From an optimization exercise on the open Yosys and OpenROAD flow, aimed at small area, a short achievable clock period and few clock cycles; shortcuts taken in it are not production practice.
No functional check of the RTL was part of any run shown here.
Power and IR drop assume default switching activity.

## flow/design.v (module list and top-level ports; edited modules follow where they fit)
// module multipler_16x16: 14 lines
// module multipler_top: 2140 lines
module multipler_top #(
    parameter integer DATA_LENGTH       = 64,
    parameter integer BLOCK_LENGTH      = 16,
    parameter integer LENGTH            = 16
) (
    input  logic                        clk_i,
    input  logic                        rst_ni,
    input  logic                        start_i,
    output logic                        busy_o,
    output logic                        finish_o,
    input  logic [DATA_LENGTH-1:0]      indata_a_i,
    input  logic [DATA_LENGTH-1:0]      indata_b_i,
    output logic [DATA_LENGTH*2-1:0]    outdata_r_o
);
  // ...
==> flow/flow/run.sh <==
#!/bin/bash
set -euo pipefail
MARGIN=$(cat flow/margin.txt)
{
  echo "include $(pwd)/config.mk"
  echo "export SETUP_SLACK_MARGIN = $MARGIN"
} > margin_config.mk
sed "s#DESIGN_CONFIG=[^ ]*#DESIGN_CONFIG=$(pwd)/margin_config.mk#" standard.sh > standard_margin.sh
bash standard_margin.sh > standard.log 2>&1
==> flow/flow/margin.txt <==
6.5
==> flow/standard.sh <==
#!/bin/bash
# synth_recipe.tcl (not shown) runs the flow's synth.tcl, then flattens the netlist and writes it again
# the make line also repeats each setting of config.mk as NAME=value (left out here)
make -C /OpenROAD-flow-scripts/flow DESIGN_CONFIG=/design/flow/config.mk WORK_HOME=/design/flow/orfs CLKGATE_MAP_FILE= SYNTH_SCRIPT=/design/flow/synth_recipe.tcl "${@:-finish}"
==> flow/config.mk <==
export PLATFORM = sky130hd
export DESIGN_NAME = multipler_top
export DESIGN_NICKNAME = multipler_top
export VERILOG_FILES = /design/flow/design.v
export SDC_FILE = /design/flow/constraint.sdc
export NUM_CORES = 4
export LEC_CHECK = 0
export CAP_MARGIN = 20
export CORE_MARGIN = 2
export CORE_UTILIZATION = 45
export SLEW_MARGIN = 20
==> flow/constraint.sdc <==
create_clock -name core_clock -period 10.0 [get_ports {clk_i}]
set_input_delay 2.0000 -clock core_clock [delete_from_list [all_inputs] [get_ports {clk_i}]]
set_output_delay 2.0000 -clock core_clock [all_outputs]
set_load 0.01 [all_outputs]
==> results.py, run 1 <==
metrics = {
    "run_status": {
        "status": "finished clean",
    },
    "die": {
        "dieArea_um2": 67040,
        "start_util_pct": 45.45,
        "io_pins": 261,
    },
    "final_layout": {
        "fin_area_um2": 39020,
        "clk_share_pct": 3.569,
        "buffers": 550,
        "multi_input_comb_cells": 2013,
    },
    "timing": {
        "final-hold-violation-count": 0,
        "finalSetupViolations": 0,
        "grt_setup_unrepaired": "yes",
    },
    "global_routing": {
        "grt_pass1_vias": 26131,
        "grtUsageTotal_pct": 34.11,
        "busiest_layer": "met2",
        "grtUsageMet1_pct": 43.34,
    },
    "setup_path": {
        "r2r_setup_slack_ns": 6.13,
        "cp-end-kind": "flop",
        "crit_chain": "buf_4, buf_6, buf_12, buf_16, a22oi_2, xor2_1, fa_1, fa_2, fa_2, fa_2, o22ai_1",
        "critPathMaxStageDelay_ns": 0.61,
        "required_ns": 10.45,
        "cp-startpoint": "one_q[3]",
        "cp_top_family": "adder cells",
    },
    "flow_run": {
        "cap_viol_max_count": 0,
    },
    "placed_design": {
        "gp_congestion": 0.8796,
    },
    "clock_tree": {
        "cts_setup_buffers": 163,
        "cts-root-buf": "clkbuf_16",
        "cts_tree": "done",
    },
    "yosys": {
        "async_flop_share_pct": 0,
        "synth-simple-area-share_pct": 7.868,
        "synthMuxAreaShare_pct": 0.1369,
        "synth_compound_area_share_pct": 14.29,
        "netlist_instances": 3016,
        "ys_seq_area_share_pct": 24.30,
        "yosysWarnings": 1,
    },
    "min_path": {
        "hp-start": "b_q[25]",
    },
    "power": {
        "power_leakage_uw": 0.01684,
        "p_int_uw": 7426,
        "p_per_area_nw_per_um2": 363.1,
    },
    "routing": {
        "num_vias": 25031,
        "route.met2.wl_mm": 49.41,
    },
}
==> run 2: changes to the inputs <==
--- a/flow/design.v
+++ b/flow/design.v
@@ -82,16 +82,18 @@
 wire [65:0] pp5 = {~neg_q[5], ((a_x1 & {65{one_q[5]}}) | (a_x2 & {65{two_q[5]}})) ^ {65{neg_q[5]}}};
 wire [R-1:0] cb;
 assign cb[0] = 1'b1;
 assign cb[1] = (cnt_q <= 3'd4);
 assign cb[2] = (cnt_q <= 3'd4);
 assign cb[3] = (cnt_q <= 3'd4);
 assign cb[4] = (cnt_q <= 3'd4);
 assign cb[5] = (cnt_q <= 3'd4);
+wire [M-1:0] s_g = s_q & {M{~first}};
+wire [M-1:0] c_g = c_q & {M{~first}};
 wire [W-1:0] csa_s;
 wire [W-1:0] csa_c;
 wire hs1, hc2, hs3, hc4, fs5, fc6, hs7, hc8, fs9, fc10, hs11, hc12, fs13, fc14, fs15, fc16, hs17, hc18, fs19, fc20, fs21, fc22, hs23, hc24, fs25, fc26, fs27, fc28, hs29, hc30, fs31, fc32, fs33, fc34, hs35, hc36, fs37, fc38, fs39, fc40, hs41, hc42, fs43, fc44, fs45, fc46, hs47, hc48, fs49, fc50, fs51, fc52, hs53, hc54, fs55, fc56, fs57, fc58, hs59, hc60, fs61, fc62, fs63, fc64, hs65, hc66, fs67, fc68, fs69, fc70, hs71, hc72, fs73, fc74, fs75, fc76, hs77, hc78, fs79, fc80, fs81, fc82, hs83, hc84, fs85, fc86, fs87, fc88, hs89, hc90, fs91, fc92, fs93, fc94, hs95, hc96, fs97, fc98, fs99, fc100, hs101, hc102, fs103, fc104, fs105, fc106, hs107, hc108, fs109, fc110, fs111, fc112, hs113, hc114, fs115, fc116, fs117, fc118, hs119, hc120, fs121, fc122, fs123, fc124, hs125, hc126, fs127, fc128, fs129, fc130, hs131, hc132, fs133, fc134, fs135, fc136, hs137, hc138, fs139, fc140, fs141, fc142, hs143, hc144, fs145, fc146, fs147, fc148, hs149, hc150, fs151, fc152, fs153, fc154, hs155, hc156, fs157, fc158, fs159, fc160, hs161, hc162, fs163, fc164, fs165, fc166, hs167, hc168, fs169, fc170, fs171, fc172, hs173, hc174, fs175, fc176, fs177, fc178, hs179, hc180, fs181, fc182, fs183, fc184, hs185, hc186, fs187, fc188, fs189, fc190, hs191, hc192, fs193, fc194, fs195, fc196, hs197, hc198, fs199, fc200, fs201, fc202, hs203, hc204, fs205, fc206, fs207, fc208, hs209, hc210, fs211, fc212, fs213, fc214, hs215, hc216, fs217, fc218, fs219, fc220, hs221, hc222, fs223, fc224, fs225, fc226, hs227, hc228, fs229, fc230, fs231, fc232, hs233, hc234, fs235, fc236, fs237, fc238, hs239, hc240, fs241, fc242, fs243, fc244, hs245, hc246, fs247, fc248, fs249, fc250, hs251, hc252, fs253, fc254, fs255, fc256, hs257, hc258, fs259, fc260, fs261, fc262, hs263, hc264, fs265, fc266, fs267, fc268, hs269, hc270, fs271, fc272, fs273, fc274, hs275, hc276, fs277, fc278, fs279, fc280, hs281, hc282, fs283, fc284, fs285, fc286, hs287, hc288, fs289, fc290, fs291, fc292, hs293, hc294, fs295, fc296, fs297, fc298, hs299, hc300, fs301, fc302, fs303, fc304, hs305, hc306, fs307, fc308, fs309, fc310, hs311, hc312, fs313, fc314, fs315, fc316, hs317, hc318, fs319, fc320, fs321, fc322, hs323, hc324, fs325, fc326, fs327, fc328, hs329, hc330, fs331, fc332, fs333, fc334, hs335, hc336, fs337, fc338, fs339, fc340, hs341, hc342, fs343, fc344, fs345, fc346, fs347, fc348, fs349, fc350, fs351, fc352, hs353, hc354, fs355, fc356, hs357, hc358, hs359, hc360, fs361, fc362, hs363, hc364, fs365, fc366, hs367, hc368, fs369, fc370, fs371, fc372, fs373, fc374, fs375, fc376, fs377, fc378, fs379, fc380, fs381, fc382, fs383, fc384, fs385, fc386, fs387, fc388, fs389, fc390, fs391, fc392, fs393, fc394, fs395, fc396, fs397, fc398, fs399, fc400, fs401, fc402, fs403, fc404, fs405, fc406, fs407, fc408, fs409, fc410, fs411, fc412, fs413, fc414, fs415, fc416, fs417, fc418, fs419, fc420, fs421, fc422, fs423, fc424, fs425, fc426, fs427, fc428, fs429, fc430, fs431, fc432, fs433, fc434, fs435, fc436, fs437, fc438, fs439, fc440, fs441, fc442, fs443, fc444, fs445, fc446, fs447, fc448, fs449, fc450, fs451, fc452, fs453, fc454, fs455, fc456, fs457, fc458, fs459, fc460, fs461, fc462, fs463, fc464, fs465, fc466, fs467, fc468, fs469, fc470, fs471, fc472, fs473, fc474, fs475, fc476, fs477, fc478, fs479, fc480, fs481, fc482, fs483, fc484, fs485, fc486, fs487, fc488, fs489, fc490, fs491, fc492, fs493, fc494, fs495, fc496, fs497, fc498, fs499, fc500, fs501, fc502, fs503, fc504, fs505, fc506, fs507, fc508, fs509, fc510, fs511, fc512, fs513, fc514, fs515, fc516, fs517, fc518, fs519, fc520, fs521, fc522, fs523, fc524, fs525, fc526, fs527, fc528, fs529, fc530, fs531, fc532, fs533, fc534, fs535, fc536, fs537, fc538, fs539, fc540, fs541, fc542, fs543, fc544, fs545, fc546, fs547, fc548, fs549, fc550, fs551, fc552, fs553, fc554, fs555, fc556, fs557, fc558, fs559, fc560, fs561, fc562, fs563, fc564, fs565, fc566, fs567, fc568, fs569, fc570, fs571, fc572, fs573, fc574, fs575, fc576, fs577, fc578, fs579, fc580, fs581, fc582, fs583, fc584, fs585, fc586, fs587, fc588, fs589, fc590, fs591, fc592, fs593, fc594, fs595, fc596, fs597, fc598, fs599, fc600, fs601, fc602, fs603, fc604, fs605, fc606, fs607, fc608, fs609, fc610, fs611, fc612, fs613, fc614, fs615, fc616, fs617, fc618, fs619, fc620, fs621, fc622, hs623, hc624, hs625, hc626, hs627, hc628, fs629, fc630, fs631, fc632, fs633, fc634, fs635, fc636, fs637, fc638, fs639, fc640, fs641, fc642, fs643, fc644, fs645, fc646, fs647, fc648, fs649, fc650, fs651, fc652, fs653, fc654, fs655, fc656, fs657, fc658, fs659, fc660, fs661, fc662, fs663, fc664, fs665, fc666, fs667, fc668, fs669, fc670, fs671, fc672, fs673, fc674, fs675, fc676, fs677, fc678, fs679, fc680, fs681, fc682, fs683, fc684, fs685, fc686, fs687, fc688, fs689, fc690, fs691, fc692, fs693, fc694, fs695, fc696, fs697, fc698, fs699, fc700, fs701, fc702, fs703, fc704, fs705, fc706, fs707, fc708, fs709, fc710, fs711, fc712, fs713, fc714, fs715, fc716, fs717, fc718, fs719, fc720, fs721, fc722, fs723, fc724, fs725, fc726, fs727, fc728, fs729, fc730, fs731, fc732, fs733, fc734, fs735, fc736, fs737, fc738, fs739, fc740, fs741, fc742, fs743, fc744, fs745, fc746, fs747, fc748, fs749, fc750, fs751, fc752, fs753, fc754, fs755, fc756, fs757, fc758, fs759, fc760, fs761, fc762, fs763, fc764, fs765, fc766, fs767, fc768, hs769, hc770, hs771, hc772, fs773, fc774, fs775, fc776, fs777, fc778, fs779, fc780, fs781, fc782, fs783, fc784, fs785, fc786, fs787, fc788, fs789, fc790, fs791, fc792, fs793, fc794, fs795, fc796, fs797, fc798, fs799, fc800, fs801, fc802, fs803, fc804, fs805, fc806, fs807, fc808, fs809, fc810, fs811, fc812, fs813, fc814, fs815, fc816, fs817, fc818, fs819, fc820, fs821, fc822, fs823, fc824, fs825, fc826, fs827, fc828, fs829, fc830, fs831, fc832, fs833, fc834, fs835, fc836, fs837, fc838, fs839, fc840, fs841, fc842, fs843, fc844, fs845, fc846, fs847, fc848, fs849, fc850, fs851, fc852, fs853, fc854, fs855, fc856, fs857, fc858, fs859, fc860, fs861, fc862, fs863, fc864, fs865, fc866, fs867, fc868, fs869, fc870, fs871, fc872, fs873, fc874, fs875, fc876, fs877, fc878, fs879, fc880, fs881, fc882, fs883, fc884, fs885, fc886, fs887, fc888, fs889, fc890, fs891, fc892, fs893, fc894, fs895, fc896, fs897, fc898, fs899, fc900, fs901, fc902, fs903, fc904, fs905, fc906, fs907, fc908, fs909, fc910, fs911, fc912, fs913, fc914, fs915, fc916, fs917, fc918, hs919, hc920;
 assign hs1 = pp0[6] ^ pp1[4];
 assign hc2 = pp0[6] & pp1[4];
 assign hs3 = pp0[7] ^ pp1[5];
 assign hc4 = pp0[7] & pp1[5];
 assign fs5 = pp0[8] ^ pp1[6] ^ pp2[4];
@@ -101,386 +103,386 @@
 assign fs9 = pp0[9] ^ pp1[7] ^ pp2[5];
 assign fc10 = (pp0[9] & pp1[7]) | (pp0[9] & pp2[5]) | (pp1[7] & pp2[5]);
 assign hs11 = pp3[3] ^ pp4[1];
 assign hc12 = pp3[3] & pp4[1];
 assign fs13 = pp0[10] ^ pp1[8] ^ pp2[6];
 assign fc14 = (pp0[10] & pp1[8]) | (pp0[10] & pp2[6]) | (pp1[8] & pp2[6]);
 assign fs15 = pp3[4] ^ pp4[2] ^ pp5[0];
 assign fc16 = (pp3[4] & pp4[2]) | (pp3[4] & pp5[0]) | (pp4[2] & pp5[0]);
-assign hs17 = neg_q[5] ^ s_q[10];
-assign hc18 = neg_q[5] & s_q[10];
+assign hs17 = neg_q[5] ^ s_g[10];
+assign hc18 = neg_q[5] & s_g[10];
 assign fs19 = pp0[11] ^ pp1[9] ^ pp2[7];
 assign fc20 = (pp0[11] & pp1[9]) | (pp0[11] & pp2[7]) | (pp1[9] & pp2[7]);
 assign fs21 = pp3[5] ^ pp4[3] ^ pp5[1];
 assign fc22 = (pp3[5] & pp4[3]) | (pp3[5] & pp5[1]) | (pp4[3] & pp5[1]);
-assign hs23 = s_q[11] ^ c_q[11];
-assign hc24 = s_q[11] & c_q[11];
+assign hs23 = s_g[11] ^ c_g[11];
+assign hc24 = s_g[11] & c_g[11];
 assign fs25 = pp0[12] ^ pp1[10] ^ pp2[8];
 assign fc26 = (pp0[12] & pp1[10]) | (pp0[12] & pp2[8]) | (pp1[10] & pp2[8]);
 assign fs27 = pp3[6] ^ pp4[4] ^ pp5[2];
 assign fc28 = (pp3[6] & pp4[4]) | (pp3[6] & pp5[2]) | (pp4[4] & pp5[2]);
-assign hs29 = s_q[12] ^ c_q[12];
-assign hc30 = s_q[12] & c_q[12];
+assign hs29 = s_g[12] ^ c_g[12];
+assign hc30 = s_g[12] & c_g[12];
 assign fs31 = pp0[13] ^ pp1[11] ^ pp2[9];
 assign fc32 = (pp0[13] & pp1[11]) | (pp0[13] & pp2[9]) | (pp1[11] & pp2[9]);
 assign fs33 = pp3[7] ^ pp4[5] ^ pp5[3];
 assign fc34 = (pp3[7] & pp4[5]) | (pp3[7] & pp5[3]) | (pp4[5] & pp5[3]);
-assign hs35 = s_q[13] ^ c_q[13];
-assign hc36 = s_q[13] & c_q[13];
+assign hs35 = s_g[13] ^ c_g[13];
+assign hc36 = s_g[13] & c_g[13];
 assign fs37 = pp0[14] ^ pp1[12] ^ pp2[10];
 assign fc38 = (pp0[14] & pp1[12]) | (pp0[14] & pp2[10]) | (pp1[12] & pp2[10]);
 assign fs39 = pp3[8] ^ pp4[6] ^ pp5[4];
 assign fc40 = (pp3[8] & pp4[6]) | (pp3[8] & pp5[4]) | (pp4[6] & pp5[4]);
-assign hs41 = s_q[14] ^ c_q[14];
-assign hc42 = s_q[14] & c_q[14];
+assign hs41 = s_g[14] ^ c_g[14];
+assign hc42 = s_g[14] & c_g[14];
 assign fs43 = pp0[15] ^ pp1[13] ^ pp2[11];
 assign fc44 = (pp0[15] & pp1[13]) | (pp0[15] & pp2[11]) | (pp1[13] & pp2[11]);
 assign fs45 = pp3[9] ^ pp4[7] ^ pp5[5];
 assign fc46 = (pp3[9] & pp4[7]) | (pp3[9] & pp5[5]) | (pp4[7] & pp5[5]);
-assign hs47 = s_q[15] ^ c_q[15];
-assign hc48 = s_q[15] & c_q[15];
+assign hs47 = s_g[15] ^ c_g[15];
+assign hc48 = s_g[15] & c_g[15];
 assign fs49 = pp0[16] ^ pp1[14] ^ pp2[12];
 assign fc50 = (pp0[16] & pp1[14]) | (pp0[16] & pp2[12]) | (pp1[14] & pp2[12]);
 assign fs51 = pp3[10] ^ pp4[8] ^ pp5[6];
 assign fc52 = (pp3[10] & pp4[8]) | (pp3[10] & pp5[6]) | (pp4[8] & pp5[6]);
-assign hs53 = s_q[16] ^ c_q[16];
-assign hc54 = s_q[16] & c_q[16];
+assign hs53 = s_g[16] ^ c_g[16];
+assign hc54 = s_g[16] & c_g[16];
 assign fs55 = pp0[17] ^ pp1[15] ^ pp2[13];
 assign fc56 = (pp0[17] & pp1[15]) | (pp0[17] & pp2[13]) | (pp1[15] & pp2[13]);
 assign fs57 = pp3[11] ^ pp4[9] ^ pp5[7];
 assign fc58 = (pp3[11] & pp4[9]) | (pp3[11] & pp5[7]) | (pp4[9] & pp5[7]);
-assign hs59 = s_q[17] ^ c_q[17];
-assign hc60 = s_q[17] & c_q[17];
+assign hs59 = s_g[17] ^ c_g[17];
+assign hc60 = s_g[17] & c_g[17];
 assign fs61 = pp0[18] ^ pp1[16] ^ pp2[14];
 assign fc62 = (pp0[18] & pp1[16]) | (pp0[18] & pp2[14]) | (pp1[16] & pp2[14]);
 assign fs63 = pp3[12] ^ pp4[10] ^ pp5[8];
 assign fc64 = (pp3[12] & pp4[10]) | (pp3[12] & pp5[8]) | (pp4[10] & pp5[8]);
-assign hs65 = s_q[18] ^ c_q[18];
-assign hc66 = s_q[18] & c_q[18];
+assign hs65 = s_g[18] ^ c_g[18];
+assign hc66 = s_g[18] & c_g[18];
 assign fs67 = pp0[19] ^ pp1[17] ^ pp2[15];
 assign fc68 = (pp0[19] & pp1[17]) | (pp0[19] & pp2[15]) | (pp1[17] & pp2[15]);
 assign fs69 = pp3[13] ^ pp4[11] ^ pp5[9];
 assign fc70 = (pp3[13] & pp4[11]) | (pp3[13] & pp5[9]) | (pp4[11] & pp5[9]);
-assign hs71 = s_q[19] ^ c_q[19];
-assign hc72 = s_q[19] & c_q[19];
+assign hs71 = s_g[19] ^ c_g[19];
+assign hc72 = s_g[19] & c_g[19];
 assign fs73 = pp0[20] ^ pp1[18] ^ pp2[16];
 assign fc74 = (pp0[20] & pp1[18]) | (pp0[20] & pp2[16]) | (pp1[18] & pp2[16]);
 assign fs75 = pp3[14] ^ pp4[12] ^ pp5[10];
 assign fc76 = (pp3[14] & pp4[12]) | (pp3[14] & pp5[10]) | (pp4[12] & pp5[10]);
-assign hs77 = s_q[20] ^ c_q[20];
-assign hc78 = s_q[20] & c_q[20];
+assign hs77 = s_g[20] ^ c_g[20];
+assign hc78 = s_g[20] & c_g[20];
 assign fs79 = pp0[21] ^ pp1[19] ^ pp2[17];
 assign fc80 = (pp0[21] & pp1[19]) | (pp0[21] & pp2[17]) | (pp1[19] & pp2[17]);
 assign fs81 = pp3[15] ^ pp4[13] ^ pp5[11];
 assign fc82 = (pp3[15] & pp4[13]) | (pp3[15] & pp5[11]) | (pp4[13] & pp5[11]);
-assign hs83 = s_q[21] ^ c_q[21];
-assign hc84 = s_q[21] & c_q[21];
+assign hs83 = s_g[21] ^ c_g[21];
+assign hc84 = s_g[21] & c_g[21];
 assign fs85 = pp0[22] ^ pp1[20] ^ pp2[18];
 assign fc86 = (pp0[22] & pp1[20]) | (pp0[22] & pp2[18]) | (pp1[20] & pp2[18]);
 assign fs87 = pp3[16] ^ pp4[14] ^ pp5[12];
 assign fc88 = (pp3[16] & pp4[14]) | (pp3[16] & pp5[12]) | (pp4[14] & pp5[12]);
-assign hs89 = s_q[22] ^ c_q[22];
-assign hc90 = s_q[22] & c_q[22];
+assign hs89 = s_g[22] ^ c_g[22];
+assign hc90 = s_g[22] & c_g[22];
 assign fs91 = pp0[23] ^ pp1[21] ^ pp2[19];
 assign fc92 = (pp0[23] & pp1[21]) | (pp0[23] & pp2[19]) | (pp1[21] & pp2[19]);
 assign fs93 = pp3[17] ^ pp4[15] ^ pp5[13];
 assign fc94 = (pp3[17] & pp4[15]) | (pp3[17] & pp5[13]) | (pp4[15] & pp5[13]);
-assign hs95 = s_q[23] ^ c_q[23];
-assign hc96 = s_q[23] & c_q[23];
+assign hs95 = s_g[23] ^ c_g[23];
+assign hc96 = s_g[23] & c_g[23];
 assign fs97 = pp0[24] ^ pp1[22] ^ pp2[20];
 assign fc98 = (pp0[24] & pp1[22]) | (pp0[24] & pp2[20]) | (pp1[22] & pp2[20]);
 assign fs99 = pp3[18] ^ pp4[16] ^ pp5[14];
 assign fc100 = (pp3[18] & pp4[16]) | (pp3[18] & pp5[14]) | (pp4[16] & pp5[14]);
-assign hs101 = s_q[24] ^ c_q[24];
-assign hc102 = s_q[24] & c_q[24];
+assign hs101 = s_g[24] ^ c_g[24];
+assign hc102 = s_g[24] & c_g[24];
 assign fs103 = pp0[25] ^ pp1[23] ^ pp2[21];
 assign fc104 = (pp0[25] & pp1[23]) | (pp0[25] & pp2[21]) | (pp1[23] & pp2[21]);
 assign fs105 = pp3[19] ^ pp4[17] ^ pp5[15];
 assign fc106 = (pp3[19] & pp4[17]) | (pp3[19] & pp5[15]) | (pp4[17] & pp5[15]);
-assign hs107 = s_q[25] ^ c_q[25];
-assign hc108 = s_q[25] & c_q[25];
+assign hs107 = s_g[25] ^ c_g[25];
+assign hc108 = s_g[25] & c_g[25];
 assign fs109 = pp0[26] ^ pp1[24] ^ pp2[22];
 assign fc110 = (pp0[26] & pp1[24]) | (pp0[26] & pp2[22]) | (pp1[24] & pp2[22]);
 assign fs111 = pp3[20] ^ pp4[18] ^ pp5[16];
 assign fc112 = (pp3[20] & pp4[18]) | (pp3[20] & pp5[16]) | (pp4[18] & pp5[16]);
-assign hs113 = s_q[26] ^ c_q[26];
-assign hc114 = s_q[26] & c_q[26];
+assign hs113 = s_g[26] ^ c_g[26];
+assign hc114 = s_g[26] & c_g[26];
 assign fs115 = pp0[27] ^ pp1[25] ^ pp2[23];
 assign fc116 = (pp0[27] & pp1[25]) | (pp0[27] & pp2[23]) | (pp1[25] & pp2[23]);
 assign fs117 = pp3[21] ^ pp4[19] ^ pp5[17];
 assign fc118 = (pp3[21] & pp4[19]) | (pp3[21] & pp5[17]) | (pp4[19] & pp5[17]);
-assign hs119 = s_q[27] ^ c_q[27];
-assign hc120 = s_q[27] & c_q[27];
+assign hs119 = s_g[27] ^ c_g[27];
+assign hc120 = s_g[27] & c_g[27];
 assign fs121 = pp0[28] ^ pp1[26] ^ pp2[24];
 assign fc122 = (pp0[28] & pp1[26]) | (pp0[28] & pp2[24]) | (pp1[26] & pp2[24]);
 assign fs123 = pp3[22] ^ pp4[20] ^ pp5[18];
 assign fc124 = (pp3[22] & pp4[20]) | (pp3[22] & pp5[18]) | (pp4[20] & pp5[18]);
-assign hs125 = s_q[28] ^ c_q[28];
-assign hc126 = s_q[28] & c_q[28];
+assign hs125 = s_g[28] ^ c_g[28];
+assign hc126 = s_g[28] & c_g[28];
 assign fs127 = pp0[29] ^ pp1[27] ^ pp2[25];
 assign fc128 = (pp0[29] & pp1[27]) | (pp0[29] & pp2[25]) | (pp1[27] & pp2[25]);
 assign fs129 = pp3[23] ^ pp4[21] ^ pp5[19];
 assign fc130 = (pp3[23] & pp4[21]) | (pp3[23] & pp5[19]) | (pp4[21] & pp5[19]);
-assign hs131 = s_q[29] ^ c_q[29];
-assign hc132 = s_q[29] & c_q[29];
+assign hs131 = s_g[29] ^ c_g[29];
+assign hc132 = s_g[29] & c_g[29];
 assign fs133 = pp0[30] ^ pp1[28] ^ pp2[26];
 assign fc134 = (pp0[30] & pp1[28]) | (pp0[30] & pp2[26]) | (pp1[28] & pp2[26]);
 assign fs135 = pp3[24] ^ pp4[22] ^ pp5[20];
 assign fc136 = (pp3[24] & pp4[22]) | (pp3[24] & pp5[20]) | (pp4[22] & pp5[20]);
-assign hs137 = s_q[30] ^ c_q[30];
-assign hc138 = s_q[30] & c_q[30];
+assign hs137 = s_g[30] ^ c_g[30];
+assign hc138 = s_g[30] & c_g[30];
 assign fs139 = pp0[31] ^ pp1[29] ^ pp2[27];
 assign fc140 = (pp0[31] & pp1[29]) | (pp0[31] & pp2[27]) | (pp1[29] & pp2[27]);
 assign fs141 = pp3[25] ^ pp4[23] ^ pp5[21];
 assign fc142 = (pp3[25] & pp4[23]) | (pp3[25] & pp5[21]) | (pp4[23] & pp5[21]);
-assign hs143 = s_q[31] ^ c_q[31];
-assign hc144 = s_q[31] & c_q[31];
+assign hs143 = s_g[31] ^ c_g[31];
+assign hc144 = s_g[31] & c_g[31];
 assign fs145 = pp0[32] ^ pp1[30] ^ pp2[28];
 assign fc146 = (pp0[32] & pp1[30]) | (pp0[32] & pp2[28]) | (pp1[30] & pp2[28]);
 assign fs147 = pp3[26] ^ pp4[24] ^ pp5[22];
 assign fc148 = (pp3[26] & pp4[24]) | (pp3[26] & pp5[22]) | (pp4[24] & pp5[22]);
-assign hs149 = s_q[32] ^ c_q[32];
-assign hc150 = s_q[32] & c_q[32];
+assign hs149 = s_g[32] ^ c_g[32];
+assign hc150 = s_g[32] & c_g[32];
 assign fs151 = pp0[33] ^ pp1[31] ^ pp2[29];
 assign fc152 = (pp0[33] & pp1[31]) | (pp0[33] & pp2[29]) | (pp1[31] & pp2[29]);
 assign fs153 = pp3[27] ^ pp4[25] ^ pp5[23];
 assign fc154 = (pp3[27] & pp4[25]) | (pp3[27] & pp5[23]) | (pp4[25] & pp5[23]);
-assign hs155 = s_q[33] ^ c_q[33];
-assign hc156 = s_q[33] & c_q[33];
+assign hs155 = s_g[33] ^ c_g[33];
+assign hc156 = s_g[33] & c_g[33];
 assign fs157 = pp0[34] ^ pp1[32] ^ pp2[30];
 assign fc158 = (pp0[34] & pp1[32]) | (pp0[34] & pp2[30]) | (pp1[32] & pp2[30]);
 assign fs159 = pp3[28] ^ pp4[26] ^ pp5[24];
 assign fc160 = (pp3[28] & pp4[26]) | (pp3[28] & pp5[24]) | (pp4[26] & pp5[24]);
-assign hs161 = s_q[34] ^ c_q[34];
-assign hc162 = s_q[34] & c_q[34];
+assign hs161 = s_g[34] ^ c_g[34];
+assign hc162 = s_g[34] & c_g[34];
 assign fs163 = pp0[35] ^ pp1[33] ^ pp2[31];
 assign fc164 = (pp0[35] & pp1[33]) | (pp0[35] & pp2[31]) | (pp1[33] & pp2[31]);
 assign fs165 = pp3[29] ^ pp4[27] ^ pp5[25];
 assign fc166 = (pp3[29] & pp4[27]) | (pp3[29] & pp5[25]) | (pp4[27] & pp5[25]);
-assign hs167 = s_q[35] ^ c_q[35];
-assign hc168 = s_q[35] & c_q[35];
+assign hs167 = s_g[35] ^ c_g[35];
+assign hc168 = s_g[35] & c_g[35];
 assign fs169 = pp0[36] ^ pp1[34] ^ pp2[32];
 assign fc170 = (pp0[36] & pp1[34]) | (pp0[36] & pp2[32]) | (pp1[34] & pp2[32]);
 assign fs171 = pp3[30] ^ pp4[28] ^ pp5[26];
 assign fc172 = (pp3[30] & pp4[28]) | (pp3[30] & pp5[26]) | (pp4[28] & pp5[26]);
-assign hs173 = s_q[36] ^ c_q[36];
-assign hc174 = s_q[36] & c_q[36];
+assign hs173 = s_g[36] ^ c_g[36];
+assign hc174 = s_g[36] & c_g[36];
 assign fs175 = pp0[37] ^ pp1[35] ^ pp2[33];
 assign fc176 = (pp0[37] & pp1[35]) | (pp0[37] & pp2[33]) | (pp1[35] & pp2[33]);
 assign fs177 = pp3[31] ^ pp4[29] ^ pp5[27];
 assign fc178 = (pp3[31] & pp4[29]) | (pp3[31] & pp5[27]) | (pp4[29] & pp5[27]);
-assign hs179 = s_q[37] ^ c_q[37];
-assign hc180 = s_q[37] & c_q[37];
+assign hs179 = s_g[37] ^ c_g[37];
+assign hc180 = s_g[37] & c_g[37];
 assign fs181 = pp0[38] ^ pp1[36] ^ pp2[34];
 assign fc182 = (pp0[38] & pp1[36]) | (pp0[38] & pp2[34]) | (pp1[36] & pp2[34]);
 assign fs183 = pp3[32] ^ pp4[30] ^ pp5[28];
 assign fc184 = (pp3[32] & pp4[30]) | (pp3[32] & pp5[28]) | (pp4[30] & pp5[28]);
-assign hs185 = s_q[38] ^ c_q[38];
-assign hc186 = s_q[38] & c_q[38];
+assign hs185 = s_g[38] ^ c_g[38];
+assign hc186 = s_g[38] & c_g[38];
 assign fs187 = pp0[39] ^ pp1[37] ^ pp2[35];
 assign fc188 = (pp0[39] & pp1[37]) | (pp0[39] & pp2[35]) | (pp1[37] & pp2[35]);
 assign fs189 = pp3[33] ^ pp4[31] ^ pp5[29];
 assign fc190 = (pp3[33] & pp4[31]) | (pp3[33] & pp5[29]) | (pp4[31] & pp5[29]);
-assign hs191 = s_q[39] ^ c_q[39];
-assign hc192 = s_q[39] & c_q[39];
+assign hs191 = s_g[39] ^ c_g[39];
+assign hc192 = s_g[39] & c_g[39];
 assign fs193 = pp0[40] ^ pp1[38] ^ pp2[36];
 assign fc194 = (pp0[40] & pp1[38]) | (pp0[40] & pp2[36]) | (pp1[38] & pp2[36]);
 assign fs195 = pp3[34] ^ pp4[32] ^ pp5[30];
 assign fc196 = (pp3[34] & pp4[32]) | (pp3[34] & pp5[30]) | (pp4[32] & pp5[30]);
-assign hs197 = s_q[40] ^ c_q[40];
-assign hc198 = s_q[40] & c_q[40];
+assign hs197 = s_g[40] ^ c_g[40];
+assign hc198 = s_g[40] & c_g[40];
 assign fs199 = pp0[41] ^ pp1[39] ^ pp2[37];
 assign fc200 = (pp0[41] & pp1[39]) | (pp0[41] & pp2[37]) | (pp1[39] & pp2[37]);
 assign fs201 = pp3[35] ^ pp4[33] ^ pp5[31];
 assign fc202 = (pp3[35] & pp4[33]) | (pp3[35] & pp5[31]) | (pp4[33] & pp5[31]);
-assign hs203 = s_q[41] ^ c_q[41];
-assign hc204 = s_q[41] & c_q[41];
+assign hs203 = s_g[41] ^ c_g[41];
+assign hc204 = s_g[41] & c_g[41];
 assign fs205 = pp0[42] ^ pp1[40] ^ pp2[38];
 assign fc206 = (pp0[42] & pp1[40]) | (pp0[42] & pp2[38]) | (pp1[40] & pp2[38]);
 assign fs207 = pp3[36] ^ pp4[34] ^ pp5[32];
 assign fc208 = (pp3[36] & pp4[34]) | (pp3[36] & pp5[32]) | (pp4[34] & pp5[32]);
-assign hs209 = s_q[42] ^ c_q[42];
-assign hc210 = s_q[42] & c_q[42];
+assign hs209 = s_g[42] ^ c_g[42];
+assign hc210 = s_g[42] & c_g[42];
 assign fs211 = pp0[43] ^ pp1[41] ^ pp2[39];
 assign fc212 = (pp0[43] & pp1[41]) | (pp0[43] & pp2[39]) | (pp1[41] & pp2[39]);
 assign fs213 = pp3[37] ^ pp4[35] ^ pp5[33];
 assign fc214 = (pp3[37] & pp4[35]) | (pp3[37] & pp5[33]) | (pp4[35] & pp5[33]);
-assign hs215 = s_q[43] ^ c_q[43];
-assign hc216 = s_q[43] & c_q[43];
+assign hs215 = s_g[43] ^ c_g[43];
+assign hc216 = s_g[43] & c_g[43];
 assign fs217 = pp0[44] ^ pp1[42] ^ pp2[40];
 assign fc218 = (pp0[44] & pp1[42]) | (pp0[44] & pp2[40]) | (pp1[42] & pp2[40]);
 assign fs219 = pp3[38] ^ pp4[36] ^ pp5[34];
 assign fc220 = (pp3[38] & pp4[36]) | (pp3[38] & pp5[34]) | (pp4[36] & pp5[34]);
-assign hs221 = s_q[44] ^ c_q[44];
-assign hc222 = s_q[44] & c_q[44];
+assign hs221 = s_g[44] ^ c_g[44];
+assign hc222 = s_g[44] & c_g[44];
 assign fs223 = pp0[45] ^ pp1[43] ^ pp2[41];
 assign fc224 = (pp0[45] & pp1[43]) | (pp0[45] & pp2[41]) | (pp1[43] & pp2[41]);
 assign fs225 = pp3[39] ^ pp4[37] ^ pp5[35];
 assign fc226 = (pp3[39] & pp4[37]) | (pp3[39] & pp5[35]) | (pp4[37] & pp5[35]);
-assign hs227 = s_q[45] ^ c_q[45];
-assign hc228 = s_q[45] & c_q[45];
+assign hs227 = s_g[45] ^ c_g[45];
+assign hc228 = s_g[45] & c_g[45];
 assign fs229 = pp0[46] ^ pp1[44] ^ pp2[42];
 assign fc230 = (pp0[46] & pp1[44]) | (pp0[46] & pp2[42]) | (pp1[44] & pp2[42]);
 assign fs231 = pp3[40] ^ pp4[38] ^ pp5[36];
 assign fc232 = (pp3[40] & pp4[38]) | (pp3[40] & pp5[36]) | (pp4[38] & pp5[36]);
-assign hs233 = s_q[46] ^ c_q[46];
-assign hc234 = s_q[46] & c_q[46];
+assign hs233 = s_g[46] ^ c_g[46];
+assign hc234 = s_g[46] & c_g[46];
 assign fs235 = pp0[47] ^ pp1[45] ^ pp2[43];
 assign fc236 = (pp0[47] & pp1[45]) | (pp0[47] & pp2[43]) | (pp1[45] & pp2[43]);
 assign fs237 = pp3[41] ^ pp4[39] ^ pp5[37];
 assign fc238 = (pp3[41] & pp4[39]) | (pp3[41] & pp5[37]) | (pp4[39] & pp5[37]);
-assign hs239 = s_q[47] ^ c_q[47];
-assign hc240 = s_q[47] & c_q[47];
+assign hs239 = s_g[47] ^ c_g[47];
+assign hc240 = s_g[47] & c_g[47];
 assign fs241 = pp0[48] ^ pp1[46] ^ pp2[44];
 assign fc242 = (pp0[48] & pp1[46]) | (pp0[48] & pp2[44]) | (pp1[46] & pp2[44]);
 assign fs243 = pp3[42] ^ pp4[40] ^ pp5[38];
 assign fc244 = (pp3[42] & pp4[40]) | (pp3[42] & pp5[38]) | (pp4[40] & pp5[38]);
-assign hs245 = s_q[48] ^ c_q[48];
-assign hc246 = s_q[48] & c_q[48];
+assign hs245 = s_g[48] ^ c_g[48];
+assign hc246 = s_g[48] & c_g[48];
 assign fs247 = pp0[49] ^ pp1[47] ^ pp2[45];
 assign fc248 = (pp0[49] & pp1[47]) | (pp0[49] & pp2[45]) | (pp1[47] & pp2[45]);
 assign fs249 = pp3[43] ^ pp4[41] ^ pp5[39];
 assign fc250 = (pp3[43] & pp4[41]) | (pp3[43] & pp5[39]) | (pp4[41] & pp5[39]);
-assign hs251 = s_q[49] ^ c_q[49];
-assign hc252 = s_q[49] & c_q[49];
+assign hs251 = s_g[49] ^ c_g[49];
+assign hc252 = s_g[49] & c_g[49];
 assign fs253 = pp0[50] ^ pp1[48] ^ pp2[46];
 assign fc254 = (pp0[50] & pp1[48]) | (pp0[50] & pp2[46]) | (pp1[48] & pp2[46]);
 assign fs255 = pp3[44] ^ pp4[42] ^ pp5[40];
 assign fc256 = (pp3[44] & pp4[42]) | (pp3[44] & pp5[40]) | (pp4[42] & pp5[40]);
-assign hs257 = s_q[50] ^ c_q[50];
-assign hc258 = s_q[50] & c_q[50];
+assign hs257 = s_g[50] ^ c_g[50];
+assign hc258 = s_g[50] & c_g[50];
 assign fs259 = pp0[51] ^ pp1[49] ^ pp2[47];
 assign fc260 = (pp0[51] & pp1[49]) | (pp0[51] & pp2[47]) | (pp1[49] & pp2[47]);
 assign fs261 = pp3[45] ^ pp4[43] ^ pp5[41];
 assign fc262 = (pp3[45] & pp4[43]) | (pp3[45] & pp5[41]) | (pp4[43] & pp5[41]);
-assign hs263 = s_q[51] ^ c_q[51];
-assign hc264 = s_q[51] & c_q[51];
+assign hs263 = s_g[51] ^ c_g[51];
+assign hc264 = s_g[51] & c_g[51];
 assign fs265 = pp0[52] ^ pp1[50] ^ pp2[48];
 assign fc266 = (pp0[52] & pp1[50]) | (pp0[52] & pp2[48]) | (pp1[50] & pp2[48]);
 assign fs267 = pp3[46] ^ pp4[44] ^ pp5[42];
 assign fc268 = (pp3[46] & pp4[44]) | (pp3[46] & pp5[42]) | (pp4[44] & pp5[42]);
-assign hs269 = s_q[52] ^ c_q[52];
-assign hc270 = s_q[52] & c_q[52];
+assign hs269 = s_g[52] ^ c_g[52];
+assign hc270 = s_g[52] & c_g[52];
 assign fs271 = pp0[53] ^ pp1[51] ^ pp2[49];
 assign fc272 = (pp0[53] & pp1[51]) | (pp0[53] & pp2[49]) | (pp1[51] & pp2[49]);
 assign fs273 = pp3[47] ^ pp4[45] ^ pp5[43];
 assign fc274 = (pp3[47] & pp4[45]) | (pp3[47] & pp5[43]) | (pp4[45] & pp5[43]);
-assign hs275 = s_q[53] ^ c_q[53];
-assign hc276 = s_q[53] & c_q[53];
+assign hs275 = s_g[53] ^ c_g[53];
+assign hc276 = s_g[53] & c_g[53];
 assign fs277 = pp0[54] ^ pp1[52] ^ pp2[50];
 assign fc278 = (pp0[54] & pp1[52]) | (pp0[54] & pp2[50]) | (pp1[52] & pp2[50]);
 assign fs279 = pp3[48] ^ pp4[46] ^ pp5[44];
 assign fc280 = (pp3[48] & pp4[46]) | (pp3[48] & pp5[44]) | (pp4[46] & pp5[44]);
-assign hs281 = s_q[54] ^ c_q[54];
-assign hc282 = s_q[54] & c_q[54];
+assign hs281 = s_g[54] ^ c_g[54];
+assign hc282 = s_g[54] & c_g[54];
 assign fs283 = pp0[55] ^ pp1[53] ^ pp2[51];
 assign fc284 = (pp0[55] & pp1[53]) | (pp0[55] & pp2[51]) | (pp1[53] & pp2[51]);
 assign fs285 = pp3[49] ^ pp4[47] ^ pp5[45];
 assign fc286 = (pp3[49] & pp4[47]) | (pp3[49] & pp5[45]) | (pp4[47] & pp5[45]);
-assign hs287 = s_q[55] ^ c_q[55];
-assign hc288 = s_q[55] & c_q[55];
+assign hs287 = s_g[55] ^ c_g[55];
+assign hc288 = s_g[55] & c_g[55];
 assign fs289 = pp0[56] ^ pp1[54] ^ pp2[52];
 assign fc290 = (pp0[56] & pp1[54]) | (pp0[56] & pp2[52]) | (pp1[54] & pp2[52]);
 assign fs291 = pp3[50] ^ pp4[48] ^ pp5[46];
 assign fc292 = (pp3[50] & pp4[48]) | (pp3[50] & pp5[46]) | (pp4[48] & pp5[46]);
-assign hs293 = s_q[56] ^ c_q[56];
-assign hc294 = s_q[56] & c_q[56];
+assign hs293 = s_g[56] ^ c_g[56];
+assign hc294 = s_g[56] & c_g[56];
 assign fs295 = pp0[57] ^ pp1[55] ^ pp2[53];
 assign fc296 = (pp0[57] & pp1[55]) | (pp0[57] & pp2[53]) | (pp1[55] & pp2[53]);
 assign fs297 = pp3[51] ^ pp4[49] ^ pp5[47];
 assign fc298 = (pp3[51] & pp4[49]) | (pp3[51] & pp5[47]) | (pp4[49] & pp5[47]);
-assign hs299 = s_q[57] ^ c_q[57];
-assign hc300 = s_q[57] & c_q[57];
+assign hs299 = s_g[57] ^ c_g[57];
+assign hc300 = s_g[57] & c_g[57];
 assign fs301 = pp0[58] ^ pp1[56] ^ pp2[54];
 assign fc302 = (pp0[58] & pp1[56]) | (pp0[58] & pp2[54]) | (pp1[56] & pp2[54]);
 assign fs303 = pp3[52] ^ pp4[50] ^ pp5[48];
 assign fc304 = (pp3[52] & pp4[50]) | (pp3[52] & pp5[48]) | (pp4[50] & pp5[48]);
-assign hs305 = s_q[58] ^ c_q[58];
-assign hc306 = s_q[58] & c_q[58];
+assign hs305 = s_g[58] ^ c_g[58];
+assign hc306 = s_g[58] & c_g[58];
 assign fs307 = pp0[59] ^ pp1[57] ^ pp2[55];
 assign fc308 = (pp0[59] & pp1[57]) | (pp0[59] & pp2[55]) | (pp1[57] & pp2[55]);
 assign fs309 = pp3[53] ^ pp4[51] ^ pp5[49];
 assign fc310 = (pp3[53] & pp4[51]) | (pp3[53] & pp5[49]) | (pp4[51] & pp5[49]);
-assign hs311 = s_q[59] ^ c_q[59];
-assign hc312 = s_q[59] & c_q[59];
+assign hs311 = s_g[59] ^ c_g[59];
+assign hc312 = s_g[59] & c_g[59];
 assign fs313 = pp0[60] ^ pp1[58] ^ pp2[56];
 assign fc314 = (pp0[60] & pp1[58]) | (pp0[60] & pp2[56]) | (pp1[58] & pp2[56]);
 assign fs315 = pp3[54] ^ pp4[52] ^ pp5[50];
 assign fc316 = (pp3[54] & pp4[52]) | (pp3[54] & pp5[50]) | (pp4[52] & pp5[50]);
-assign hs317 = s_q[60] ^ c_q[60];
-assign hc318 = s_q[60] & c_q[60];
+assign hs317 = s_g[60] ^ c_g[60];
+assign hc318 = s_g[60] & c_g[60];
 assign fs319 = pp0[61] ^ pp1[59] ^ pp2[57];
 assign fc320 = (pp0[61] & pp1[59]) | (pp0[61] & pp2[57]) | (pp1[59] & pp2[57]);
 assign fs321 = pp3[55] ^ pp4[53] ^ pp5[51];
 assign fc322 = (pp3[55] & pp4[53]) | (pp3[55] & pp5[51]) | (pp4[53] & pp5[51]);
-assign hs323 = s_q[61] ^ c_q[61];
-assign hc324 = s_q[61] & c_q[61];
+assign hs323 = s_g[61] ^ c_g[61];
+assign hc324 = s_g[61] & c_g[61];
 assign fs325 = pp0[62] ^ pp1[60] ^ pp2[58];
 assign fc326 = (pp0[62] & pp1[60]) | (pp0[62] & pp2[58]) | (pp1[60] & pp2[58]);
 assign fs327 = pp3[56] ^ pp4[54] ^ pp5[52];
 assign fc328 = (pp3[56] & pp4[54]) | (pp3[56] & pp5[52]) | (pp4[54] & pp5[52]);
-assign hs329 = s_q[62] ^ c_q[62];
-assign hc330 = s_q[62] & c_q[62];
+assign hs329 = s_g[62] ^ c_g[62];
+assign hc330 = s_g[62] & c_g[62];
 assign fs331 = pp0[63] ^ pp1[61] ^ pp2[59];
 assign fc332 = (pp0[63] & pp1[61]) | (pp0[63] & pp2[59]) | (pp1[61] & pp2[59]);
 assign fs333 = pp3[57] ^ pp4[55] ^ pp5[53];
 assign fc334 = (pp3[57] & pp4[55]) | (pp3[57] & pp5[53]) | (pp4[55] & pp5[53]);
-assign hs335 = s_q[63] ^ c_q[63];
-assign hc336 = s_q[63] & c_q[63];
+assign hs335 = s_g[63] ^ c_g[63];
+assign hc336 = s_g[63] & c_g[63];
 assign fs337 = pp0[64] ^ pp1[62] ^ pp2[60];
 assign fc338 = (pp0[64] & pp1[62]) | (pp0[64] & pp2[60]) | (pp1[62] & pp2[60]);
 assign fs339 = pp3[58] ^ pp4[56] ^ pp5[54];
 assign fc340 = (pp3[58] & pp4[56]) | (pp3[58] & pp5[54]) | (pp4[56] & pp5[54]);
-assign hs341 = s_q[64] ^ c_q[64];
-assign hc342 = s_q[64] & c_q[64];
+assign hs341 = s_g[64] ^ c_g[64];
+assign hc342 = s_g[64] & c_g[64];
 assign fs343 = pp0[65] ^ pp1[63] ^ pp2[61];
 assign fc344 = (pp0[65] & pp1[63]) | (pp0[65] & pp2[61]) | (pp1[63] & pp2[61]);
 assign fs345 = pp3[59] ^ pp4[57] ^ pp5[55];
 assign fc346 = (pp3[59] & pp4[57]) | (pp3[59] & pp5[55]) | (pp4[57] & pp5[55]);
-assign fs347 = first ^ s_q[65] ^ c_q[65];
-assign fc348 = (first & s_q[65]) | (first & c_q[65]) | (s_q[65] & c_q[65]);
+assign fs347 = first ^ s_g[65] ^ c_g[65];
+assign fc348 = (first & s_g[65]) | (first & c_g[65]) | (s_g[65] & c_g[65]);
 assign fs349 = cb[0] ^ pp1[64] ^ pp2[62];
 assign fc350 = (cb[0] & pp1[64]) | (cb[0] & pp2[62]) | (pp1[64] & pp2[62]);
 assign fs351 = pp3[60] ^ pp4[58] ^ pp5[56];
 assign fc352 = (pp3[60] & pp4[58]) | (pp3[60] & pp5[56]) | (pp4[58] & pp5[56]);
-assign hs353 = s_q[66] ^ c_q[66];
-assign hc354 = s_q[66] & c_q[66];
+assign hs353 = s_g[66] ^ c_g[66];
+assign hc354 = s_g[66] & c_g[66];
 assign fs355 = pp1[65] ^ pp2[63] ^ pp3[61];
 assign fc356 = (pp1[65] & pp2[63]) | (pp1[65] & pp3[61]) | (pp2[63] & pp3[61]);
 assign hs357 = pp0[2] ^ pp1[0];
 assign hc358 = pp0[2] & pp1[0];
 assign hs359 = pp0[3] ^ pp1[1];
 assign hc360 = pp0[3] & pp1[1];
 assign fs361 = pp0[4] ^ pp1[2] ^ pp2[0];
 assign fc362 = (pp0[4] & pp1[2]) | (pp0[4] & pp2[0]) | (pp1[2] & pp2[0]);
-assign hs363 = neg_q[2] ^ s_q[4];
-assign hc364 = neg_q[2] & s_q[4];
+assign hs363 = neg_q[2] ^ s_g[4];
+assign hc364 = neg_q[2] & s_g[4];
 assign fs365 = pp0[5] ^ pp1[3] ^ pp2[1];
 assign fc366 = (pp0[5] & pp1[3]) | (pp0[5] & pp2[1]) | (pp1[3] & pp2[1]);
-assign hs367 = s_q[5] ^ c_q[5];
-assign hc368 = s_q[5] & c_q[5];
+assign hs367 = s_g[5] ^ c_g[5];
+assign hc368 = s_g[5] & c_g[5];
 assign fs369 = pp2[2] ^ pp3[0] ^ neg_q[3];
 assign fc370 = (pp2[2] & pp3[0]) | (pp2[2] & neg_q[3]) | (pp3[0] & neg_q[3]);
-assign fs371 = s_q[6] ^ c_q[6] ^ hs1;
-assign fc372 = (s_q[6] & c_q[6]) | (s_q[6] & hs1) | (c_q[6] & hs1);
-assign fs373 = pp2[3] ^ pp3[1] ^ s_q[7];
-assign fc374 = (pp2[3] & pp3[1]) | (pp2[3] & s_q[7]) | (pp3[1] & s_q[7]);
-assign fs375 = c_q[7] ^ hs3 ^ hc2;
-assign fc376 = (c_q[7] & hs3) | (c_q[7] & hc2) | (hs3 & hc2);
-assign fs377 = neg_q[4] ^ s_q[8] ^ c_q[8];
-assign fc378 = (neg_q[4] & s_q[8]) | (neg_q[4] & c_q[8]) | (s_q[8] & c_q[8]);
+assign fs371 = s_g[6] ^ c_g[6] ^ hs1;
+assign fc372 = (s_g[6] & c_g[6]) | (s_g[6] & hs1) | (c_g[6] & hs1);
+assign fs373 = pp2[3] ^ pp3[1] ^ s_g[7];
+assign fc374 = (pp2[3] & pp3[1]) | (pp2[3] & s_g[7]) | (pp3[1] & s_g[7]);
+assign fs375 = c_g[7] ^ hs3 ^ hc2;
+assign fc376 = (c_g[7] & hs3) | (c_g[7] & hc2) | (hs3 & hc2);
+assign fs377 = neg_q[4] ^ s_g[8] ^ c_g[8];
+assign fc378 = (neg_q[4] & s_g[8]) | (neg_q[4] & c_g[8]) | (s_g[8] & c_g[8]);
 assign fs379 = fs5 ^ hs7 ^ hc4;
 assign fc380 = (fs5 & hs7) | (fs5 & hc4) | (hs7 & hc4);
-assign fs381 = s_q[9] ^ c_q[9] ^ fs9;
-assign fc382 = (s_q[9] & c_q[9]) | (s_q[9] & fs9) | (c_q[9] & fs9);
+assign fs381 = s_g[9] ^ c_g[9] ^ fs9;
+assign fc382 = (s_g[9] & c_g[9]) | (s_g[9] & fs9) | (c_g[9] & fs9);
 assign fs383 = hs11 ^ fc6 ^ hc8;
 assign fc384 = (hs11 & fc6) | (hs11 & hc8) | (fc6 & hc8);
-assign fs385 = c_q[10] ^ fs13 ^ fs15;
-assign fc386 = (c_q[10] & fs13) | (c_q[10] & fs15) | (fs13 & fs15);
+assign fs385 = c_g[10] ^ fs13 ^ fs15;
+assign fc386 = (c_g[10] & fs13) | (c_g[10] & fs15) | (fs13 & fs15);
 assign fs387 = hs17 ^ fc10 ^ hc12;
 assign fc388 = (hs17 & fc10) | (hs17 & hc12) | (fc10 & hc12);
 assign fs389 = fs19 ^ fs21 ^ hs23;
 assign fc390 = (fs19 & fs21) | (fs19 & hs23) | (fs21 & hs23);
 assign fs391 = fc14 ^ fc16 ^ hc18;
 assign fc392 = (fc14 & fc16) | (fc14 & hc18) | (fc16 & hc18);
 assign fs393 = fs25 ^ fs27 ^ hs29;
 assign fc394 = (fs25 & fs27) | (fs25 & hs29) | (fs27 & hs29);
@@ -711,24 +713,24 @@
 assign fs619 = pp4[60] ^ pp5[58] ^ fc356;
 assign fc620 = (pp4[60] & pp5[58]) | (pp4[60] & fc356) | (pp5[58] & fc356);
 assign fs621 = pp2[65] ^ pp3[63] ^ pp4[61];
 assign fc622 = (pp2[65] & pp3[63]) | (pp2[65] & pp4[61]) | (pp3[63] & pp4[61]);
 assign hs623 = cb[2] ^ pp3[64];
 assign hc624 = cb[2] & pp3[64];
 assign hs625 = pp0[0] ^ neg_q[0];
 assign hc626 = pp0[0] & neg_q[0];
-assign hs627 = pp0[1] ^ s_q[1];
-assign hc628 = pp0[1] & s_q[1];
-assign fs629 = neg_q[1] ^ s_q[2] ^ c_q[2];
-assign fc630 = (neg_q[1] & s_q[2]) | (neg_q[1] & c_q[2]) | (s_q[2] & c_q[2]);
-assign fs631 = s_q[3] ^ c_q[3] ^ hs359;
-assign fc632 = (s_q[3] & c_q[3]) | (s_q[3] & hs359) | (c_q[3] & hs359);
-assign fs633 = c_q[4] ^ fs361 ^ hs363;
-assign fc634 = (c_q[4] & fs361) | (c_q[4] & hs363) | (fs361 & hs363);
+assign hs627 = pp0[1] ^ s_g[1];
+assign hc628 = pp0[1] & s_g[1];
+assign fs629 = neg_q[1] ^ s_g[2] ^ c_g[2];
+assign fc630 = (neg_q[1] & s_g[2]) | (neg_q[1] & c_g[2]) | (s_g[2] & c_g[2]);
+assign fs631 = s_g[3] ^ c_g[3] ^ hs359;
+assign fc632 = (s_g[3] & c_g[3]) | (s_g[3] & hs359) | (c_g[3] & hs359);
+assign fs633 = c_g[4] ^ fs361 ^ hs363;
+assign fc634 = (c_g[4] & fs361) | (c_g[4] & hs363) | (fs361 & hs363);
 assign fs635 = fs365 ^ hs367 ^ fc362;
 assign fc636 = (fs365 & hs367) | (fs365 & fc362) | (hs367 & fc362);
 assign fs637 = fs369 ^ fs371 ^ fc366;
 assign fc638 = (fs369 & fs371) | (fs369 & fc366) | (fs371 & fc366);
 assign fs639 = fs373 ^ fs375 ^ fc370;
 assign fc640 = (fs373 & fs375) | (fs373 & fc370) | (fs375 & fc370);
 assign fs641 = fs377 ^ fs379 ^ fc374;
 assign fc642 = (fs377 & fs379) | (fs377 & fc374) | (fs379 & fc374);
@@ -855,20 +857,20 @@
 assign fs763 = pp5[59] ^ fs621 ^ fc618;
 assign fc764 = (pp5[59] & fs621) | (pp5[59] & fc618) | (fs621 & fc618);
 assign fs765 = pp4[62] ^ pp5[60] ^ hs623;
 assign fc766 = (pp4[62] & pp5[60]) | (pp4[62] & hs623) | (pp5[60] & hs623);
 assign fs767 = pp3[65] ^ pp4[63] ^ pp5[61];
 assign fc768 = (pp3[65] & pp4[63]) | (pp3[65] & pp5[61]) | (pp4[63] & pp5[61]);
 assign hs769 = cb[3] ^ pp4[64];
 assign hc770 = cb[3] & pp4[64];
-assign hs771 = s_q[0] ^ c_q[0];
-assign hc772 = s_q[0] & c_q[0];
-assign fs773 = c_q[1] ^ hs627 ^ hc626;
-assign fc774 = (c_q[1] & hs627) | (c_q[1] & hc626) | (hs627 & hc626);
+assign hs771 = s_g[0] ^ c_g[0];
+assign hc772 = s_g[0] & c_g[0];
+assign fs773 = c_g[1] ^ hs627 ^ hc626;
+assign fc774 = (c_g[1] & hs627) | (c_g[1] & hc626) | (hs627 & hc626);
 assign fs775 = hs357 ^ fs629 ^ hc628;
 assign fc776 = (hs357 & fs629) | (hs357 & hc628) | (fs629 & hc628);
 assign fs777 = hc358 ^ fs631 ^ fc630;
 assign fc778 = (hc358 & fs631) | (hc358 & fc630) | (fs631 & fc630);
 assign fs779 = hc360 ^ fs633 ^ fc632;
 assign fc780 = (hc360 & fs633) | (hc360 & fc632) | (fs633 & fc632);
 assign fs781 = hc364 ^ fs635 ^ fc634;
 assign fc782 = (hc364 & fs635) | (hc364 & fc634) | (fs635 & fc634);
@@ -2134,21 +2136,21 @@
 assign pa_G_7[66] = pa_G_6[66] | (pa_P_6[66] & pa_G_6[63]);
 assign pa_P_7[66] = pa_P_6[66] & pa_P_6[63];
 assign pa_G_7[67] = pa_G_6[67] | (pa_P_6[67] & pa_G_6[63]);
 assign pa_P_7[67] = pa_P_6[67] & pa_P_6[63];
 assign full_sum = pa_p0 ^ {pa_G_7[66:0], cy_q};
 always_ff @(posedge clk_i) begin
     a_q   <= st_idle ? indata_a_i : a_q;
     b_q   <= st_idle ? {{(NK-64){1'b0}}, indata_b_i} : {low_sum[K-1:0], b_q[NK-1:K]};
-    one_q <= st_idle ? one_in : (st_run ? one_nx : one_q);
-    two_q <= st_idle ? two_in : (st_run ? two_nx : two_q);
-    neg_q <= st_idle ? neg_in : (st_run ? neg_nx : neg_q);
-    s_q   <= st_cpa ? {{(M-56){1'b0}}, full_sum[67:K]} : (st_run ? csa_s[W-1:K] : {M{1'b0}});
-    c_q   <= st_run ? csa_c[W-1:K] : {M{1'b0}};
-    ls_q  <= st_run ? csa_s[K-1:0] : {K{1'b0}};
-    lc_q  <= st_run ? csa_c[K-1:0] : {K{1'b0}};
-    cy_q  <= st_run & low_sum[K];
+    one_q <= st_idle ? one_in : one_nx;
+    two_q <= st_idle ? two_in : two_nx;
+    neg_q <= st_idle ? neg_in : neg_nx;
+    s_q   <= st_cpa ? {{(M-56){1'b0}}, full_sum[67:K]} : csa_s[W-1:K];
+    c_q   <= csa_c[W-1:K];
+    ls_q  <= csa_s[K-1:0];
+    lc_q  <= csa_c[K-1:0];
+    cy_q  <= st_run & ~first & low_sum[K];
 end
 assign busy_o      = st_run | st_cpa;
 assign finish_o    = st_fin;
 assign outdata_r_o = {s_q[55:0], b_q};
 endmodule
==> results.py, run 2 <==
metrics = {
    "routing": {
        "wl_per_cell_um": 27.82,
        "drt-total-wl_mm": 119.6,
        "num_vias": 25644,
        "drt-pass1-iter-count": 13,
        "drcViolationCount": 0,
        "postRouteAntennaNets": 0,
        "via_per_inst": 5.968,
        "drt_iter0_drc": 3388,
    },
    "timing": {
        "slew_headroom_pct": 43.37,
        "fin_crit_sh_pct": 39.17,
        "fmax_mhz": 255.3,
        "grt_setup_unrepaired": "yes",
        "tns_ns": 0,
        "worst_pin_slew_ns": 0.8495,
        "min_period_ns": 3.917,
        "final-hold-violation-count": 0,
        "finalSetupViolations": 0,
        "finalClockSkew_ns": 0.05532,
        "final_max_slew_viol_count": 0,
    },
    "yosys": {
        "yosys_most_used_dff": "dfxtp_1",
        "netlist_instances": 3084,
        "syn-num-nets": 3745,
        "yosys.area.top_type": "fa_1",
        "syn_area_per_cell_um2": 9.725,
        "syn-cell-area_um2": 29990,
        "yosysWarnings": 1,
        "async_flop_share_pct": 0,
        "synth-edff-count": 64,
        "post-synth-top-count-cell": "inv_1",
        "synth_top_area_share_pct": 25.90,
        "ys_seq_area_share_pct": 22.69,
        "yosys-top-cells-area": "fa_1, dfxtp_1, a22oi_1, xor2_1, edfxtp_1",
        "yosys-top-cells-count": "inv_1, fa_1, a22oi_1, xor2_1, nand2_1",
        "ys_types": 66,
        "ys_ff_latch": 308,
    },
    "clock_tree": {
        "cts_tree": "done",
        "path_clk_slew_ns": 0.07,
        "clock_latency_ns": 0.62,
        "cts-root-buf": "clkbuf_16",
        "cts.sinks": 308,
        "htreeDepth": 2,
        "cts_buffers": 39,
        "clockBufferDepth": 3,
    },
    "global_routing": {
        "grt_pass1_vias": 26294,
        "grtUsageTotal_pct": 32.19,
        "gr-total-overflow": 0,
        "grt_start_max_net_pins": 81,
        "antenna_found_initial": 7,
        "grt_pass1_wl_mm": 164.5,
    },
    "final_layout": {
        "final_cell_count_no_fill": 4297,
        "top_regs": "b_q x69, a_q x64, c_q x64",
        "area_growth_pct": 31.39,
        "final_cell_mix": "inv_1, fa_1, a22oi_1, xor2_1, nand2_1",
        "nets": 4061,
        "largest_reg_flops": 69,
        "drive_gt1_share_pct": 20.93,
        "regMostFlops": "b_q",
        "nFillCells": 5447,
        "final_common_cell": "inv_1",
        "regArea_um2": 6920,
        "multi_input_comb_area_um2": 21650,
    },
    "setup_path": {
        "path_max_fanout": 3,
        "r2r_setup_slack_ns": 6.08,
        "path_class": "flop to flop",
        "start_kind": "flop",
        "crit_arrival_ns": 4.42,
        "r2r_cells": 13,
        "cp-end-kind": "flop",
        "required_ns": 10.50,
    },
    "placed_design": {
        "hpwl_mm": 66.42,
        "port_buffers": 260,
        "gp_congestion": 0.9004,
        "dp.cells": 3944,
    },
    "power": {
        "p_per_area_nw_per_um2": 375.3,
        "peakVddDrop_uv": 179.0,
        "power_leakage_uw": 0.01755,
    },
    "die": {
        "core-area_um2": 65860,
        "start_util_pct": 45.54,
        "chipWidth_um": 262.2,
        "rows": 94,
        "dieArea_um2": 68730,
        "io_pins": 261,
        "die_y_um": 262.2,
    },
    "min_path": {
        "holdPathStages": 2,
        "hold_path.class": "flop to flop",
    },
    "run_status": {
        "status": "finished clean",
    },
    "flow_run": {
        "cap_viol_max_count": 0,
    },
}
[run 2: critical path, stage by stage, from the launching register on]
cell	delay, ns
dfxtp_1	0.35
ha_1	0.35
and3_1	0.23
a221o_1	0.30
a31oi_1	0.32
o21a_1	0.18
o21ai_0	0.28
a21oi_1	0.42
a21o_1	0.22
a311oi_4	0.13
a21oi_2	0.20
o21bai_1	0.10
fa_2	0.46
mux2_4	0.27
[run 2: through the flow]
| stage | setup WS [ns] | power, µW | hold WS, ns | cell area (µm²) | util [%] |
|---|---|---|---|---|---|
| after floorplan | 6.388 | 9157 | 0.4332 | 30090 | - |
| final | 6.083 | 14790 | 0.4401 | 39410 | 59.83 |
| after CTS | 5.992 | 14160 | 0.4451 | 37020 | 56.21 |
| after detailed placement | 5.341 | 12200 | 0.4353 | 32610 | 49.51 |
| after global placement | 5.407 | 12010 | 0.4370 | 32610 | 49.51 |
| after global routing | 5.962 | 16150 | 0.4564 | 39410 | 59.83 |
[run 2: worst paths after layout]
kind | startpoint | endpoint
setup / recovery | outdata_r_o[98] | outdata_r_o[124]
hold / removal | b_q[31] | b_q[19]
setup reg to reg | outdata_r_o[98] | outdata_r_o[124]
hold reg to reg | b_q[31] | b_q[19]
[run 2: cells by family (layout without fill, tap and decap cells)]
kind of cell / after synthesis / after routing / synth area share, %
AO/OA/AOI/OAI: 533 / 533 / 12.92
AND/OR/NAND/NOR: 512 / 519 / 8.172
multiplexers: 44 / 44 / 1.639
other: 0 / 3 / 0
flip-flops: 308 / 308 / 22.69
XOR/XNOR: 451 / 451 / 13.17
buffers and inverters: 706 / 1045 / 9.587
adder cells (fa/ha/maj): 530 / 530 / 31.82
[run 2: repair_timing]
| item | in CTS | in global routing |
|---|---|---|
| hold buffers | 0 | 0 |
| setup endpoints to repair | 248 | 70 |
| setup buffers | 133 | 84 |
| cloned | 35 | 27 |
| hold endpoints to repair | 0 | 0 |
| pin swaps | 98 | 241 |
| resized for setup | 341 | 252 |
[run 2: layer usage]
layer  track usage, %  routed length, µm
met5                0                121
met1            40.98              43620
met4            17.20               8163
met2            50.02              51950
met3            8.700              15700
[run 2: cell type report]
class / instances / area share [%]
inverters: 419 / 4.061
flip-flops and latches: 308 / 17.56
clock buffers: 49 / 2.699
repair inverters: 1 / 0.04128
diodes: 3 / 0.01905
clock inverters: 22 / 0.4826
multi-input cells: 2077 / 54.93
repair buffers: 554 / 17.47
well taps: 864 / 2.743
[run 2: power by group]
group	total [µW]	internal [µW]	switching (µW)
sequential	2230	1870	358
combinational	11100	5220	5930
clock	1410	789	624
total	14800	7880	6910

==> afterwards: timing with drivers on the ports <==
The results above use ideal ports. As a check the final layouts listed here were re-extracted and re-timed, cells and wires unchanged. Step 1: set_driving_cell puts a clkbuf_16 on clk_i and a buf_2 on each other input, an assumption about the parent block. Step 2 times the ports against the registers' clock, not the clock port: input delays grow and output delays shrink by t, the midpoint of the rising clock arrivals with the driver on. Slacks: ideal / step 1 / step 2; pairs: ideal / step 1.
| run | t, ns | setup WS [ns] | latest minus earliest clock arrival (ns) |
|---|---|---|---|
| run 1 | 0.664 | 6.134 / 6.134 / 6.134 | 0.028 / 0.028 |
| run 2 | 0.651 | 6.083 / 6.083 / 6.083 | 0.055 / 0.055 |
After both steps every run listed still meets setup and hold.
